This is an optimization exercise on Yosys and OpenROAD, whose aim is small area and a short achievable clock period, not a production implementation.
The RTL was checked by simulation tests, not by an equivalence proof against the original design.

Design fpu_addmul, start of the top module:
module fpu_addmul(
  input  wire        clk,
  input  wire        op,      
  input  wire [31:0] s,
  input  wire [31:0] t,
  output wire [31:0] d
);
==> flow/config.mk <==
export PLATFORM = sky130hd
export DESIGN_NAME = fpu_addmul
export DESIGN_NICKNAME = fpu_addmul
export VERILOG_FILES = /design/flow/design.v
export SDC_FILE = /design/flow/constraint.sdc
export NUM_CORES = 4
export LEC_CHECK = 0
export CAP_MARGIN = 5
export CORE_MARGIN = 2
export CORE_UTILIZATION = 40
export CTS_BUF_LIST = sky130_fd_sc_hd__clkbuf_4 sky130_fd_sc_hd__clkbuf_8
export SLEW_MARGIN = 5
export SYNTH_HIERARCHICAL = 1
export TNS_END_PERCENT = 5
==> flow/constraint.sdc <==
create_clock -name core_clock -period 13.0 [get_ports {clk}]
set_input_delay 2.6000 -clock core_clock [delete_from_list [all_inputs] [get_ports {clk}]]
set_output_delay 2.6000 -clock core_clock [all_outputs]
set_load 0.01 [all_outputs]
standard.sh (not shown) runs the stock make flow with config.mk's settings and CLKGATE_MAP_FILE= SYNTH_SCRIPT=/design/flow/synth_recipe.tcl, a recipe that flattens the netlist after the stock synthesis.
==> flow/flow/run.sh <==
#!/bin/bash
set -euo pipefail
export SETUP_SLACK_MARGIN=7
export BUFFER_PORTS_ARGS="-buffer_cell sky130_fd_sc_hd__buf_2"
bash standard.sh > standard.log 2>&1
The starting point went through all stages and came out clean.
Then changed:
==> flow/flow/run.sh (replaced) <==
#!/bin/bash
set -euo pipefail
export SETUP_SLACK_MARGIN=7.5
export BUFFER_PORTS_ARGS="-buffer_cell sky130_fd_sc_hd__buf_2"
bash standard.sh > standard.log 2>&1
--- a/flow/config.mk
+++ b/flow/config.mk
@@ -7,3 +7,3 @@
 export LEC_CHECK = 0
-export CAP_MARGIN = 5
+export CAP_MARGIN = 20
 export CORE_MARGIN = 2
@@ -11,3 +11,3 @@
 export CTS_BUF_LIST = sky130_fd_sc_hd__clkbuf_4 sky130_fd_sc_hd__clkbuf_8
-export SLEW_MARGIN = 5
+export SLEW_MARGIN = 20
 export SYNTH_HIERARCHICAL = 1
=>
- The new run completed without violations
- setup slack is better by 140 ps
- via count is higher by a few percent
- routed wire length is higher by a few percent
Then changed:
==> flow/flow/run.sh (replaced) <==
#!/bin/bash
set -euo pipefail
export SETUP_SLACK_MARGIN=7
export BUFFER_PORTS_ARGS="-buffer_cell sky130_fd_sc_hd__buf_2"
bash standard.sh > standard.log 2>&1
--- a/flow/config.mk
+++ b/flow/config.mk
@@ -13,2 +13 @@
 export SYNTH_HIERARCHICAL = 1
-export TNS_END_PERCENT = 5
=> Die area stays the same; count of clock-buffer cells in the layout fell by 3; flip-flop and latch count is unchanged; register-to-register slack is worse by 50 ps.
Then changed:
==> flow/flow/run.sh (replaced) <==
#!/bin/bash
set -euo pipefail
export SETUP_SLACK_MARGIN=7.25
export BUFFER_PORTS_ARGS="-buffer_cell sky130_fd_sc_hd__buf_2"
bash standard.sh > standard.log 2>&1
--- a/flow/config.mk
+++ b/flow/config.mk
@@ -13 +13,2 @@
 export SYNTH_HIERARCHICAL = 1
+export TNS_END_PERCENT = 5
The changed run passed the timing, design-rule and antenna checks.
Synthesized area stays the same.
Wire length climbs by 3.2%.
Maximum frequency drops by 2.0%.
Cell area is higher by 0.93%.
Worst setup slack gets worse by 120 ps.
Via count rose by 0.86%.
Sequential share of layout area stays flat.
Hold slack loses 13 ps.
Cell count went up by 0.40%.
Sequential cell count stays the same.
Then changed:
==> flow/flow/run.sh (replaced) <==
#!/bin/bash
set -euo pipefail
export SETUP_SLACK_MARGIN=7
export BUFFER_PORTS_ARGS="-buffer_cell sky130_fd_sc_hd__buf_2"
bash standard.sh > standard.log 2>&1
--- a/flow/config.mk
+++ b/flow/config.mk
@@ -7,3 +7,3 @@
 export LEC_CHECK = 0
-export CAP_MARGIN = 20
+export CAP_MARGIN = 10
 export CORE_MARGIN = 2
@@ -11,3 +11,3 @@
 export CTS_BUF_LIST = sky130_fd_sc_hd__clkbuf_4 sky130_fd_sc_hd__clkbuf_8
-export SLEW_MARGIN = 20
+export SLEW_MARGIN = 10
 export SYNTH_HIERARCHICAL = 1
What happened: The changed run completed without violations. Clock-buffer cell count climbs by 1. Via count fell slightly. Worst hold slack gets worse by 6.4 ps. Fmax went up slightly. Area after synthesis stays the same. Wire length went down by a few percent. Sequential cell count is unchanged.


run 1:
fpu_addmul again, from the RTL that the note above started with.
clock: 13.0 ns
lec_check: 0
cap_margin: 20
core_margin: 2
core_utilization: 40
slew_margin: 20
synth_hierarchical: 1
tns_end_percent: 5
==> flow/flow/run.sh <==
#!/bin/bash
set -euo pipefail
export SETUP_SLACK_MARGIN=7
export BUFFER_PORTS_ARGS="-buffer_cell sky130_fd_sc_hd__buf_2"
bash standard.sh > standard.log 2>&1
Both conditions hold for run 1: the flow ran to the end and the final layout passed the timing, design-rule and antenna checks.
Relative to run 1, the following input files were edited for run 2:
- CTS_BUF_LIST newly set to sky130_fd_sc_hd__clkbuf_4 sky130_fd_sc_hd__clkbuf_8
==> flow/flow/run.sh <==
#!/bin/bash
set -euo pipefail
export SETUP_SLACK_MARGIN=6.5
export BUFFER_PORTS_ARGS="-buffer_cell sky130_fd_sc_hd__buf_2"
bash standard.sh > standard.log 2>&1
==> comparison <==
Per the final summary, run 1 finished and its layout is clean on timing, DRC and antenna.
Run 2 closes out successfully: all stages finished, all timing, DRC and antenna checks passed.
Comparing number of gates on the worst path with buffers counted for run 2 and run 1, the smaller number came from run 1.
Highest-delay cell along the critical path = sky130_fd_sc_hd__or4_1: run 1; highest-delay cell along the critical path = sky130_fd_sc_hd__dfxtp_1: run 2
Run 2 -> run 1: inverter count delta 0, exact match
Detailed route, run 2 vs run 1: via total lower for run 2
Re worst hold path depth: no difference whatsoever between run 2 and run 1.
In the final reports, the cell area of run 2 is smaller than that of run 1.
[compare] base=run 1 new=run 2: final cycle utilization of the critical path moved up; routed wire length shows a reduction of 0.78%; data required time at the worst endpoint rose 2950 ps.

-- afterwards: timing with drivers on the ports --
How much do the figures lean on ideal ports? The routed layouts below were timed once more, with nothing changed but the port constraints. Step 1 (the two cells are an assumption about what drives the block):
set clk [get_ports {clk}]
set_driving_cell -lib_cell sky130_fd_sc_hd__clkbuf_16 $clk
set_driving_cell -lib_cell sky130_fd_sc_hd__buf_2 [delete_from_list [all_inputs] $clk]
Step 2 times the ports against the registers' clock, not the clock port: input delays grow and output delays shrink by t, the midpoint of the rising clock arrivals with the driver on. Three values: no drivers, after step 1, after step 2; two values: the first two.
run	t (ns)	slack for setup (ns)	worst setup path at the end	clock arrival spread, ns	slew at the worst register clock pin (ns)
the first run of note 1	0.566	6.990 / 6.936 / 6.678	input to register	0.025 / 0.025	0.11 / 0.11
the second run of note 1	0.560	7.126 / 7.086 / 6.606	input to register	0.024 / 0.023	0.11 / 0.11
the third run of note 1	0.558	7.081 / 7.068 / 6.738	input to register	0.024 / 0.024	0.11 / 0.11
the fourth run of note 1	0.559	6.962 / 6.962 / 6.644	input to register	0.030 / 0.029	0.12 / 0.12
the fifth run of note 1	0.566	6.990 / 6.936 / 6.678	input to register	0.025 / 0.025	0.11 / 0.11
run 1	0.512	6.899 / 6.831 / 6.761	input to register	0.019 / 0.019	0.08 / 0.08
run 2	0.536	6.328 / 6.328 / 6.328	register to register	0.019 / 0.019	0.10 / 0.10
After both steps setup and hold are still met in every run listed. The setup slack of the second run of note 1, which loses most, moves by -0.040 ns with the drivers and by -0.520 ns with both steps.
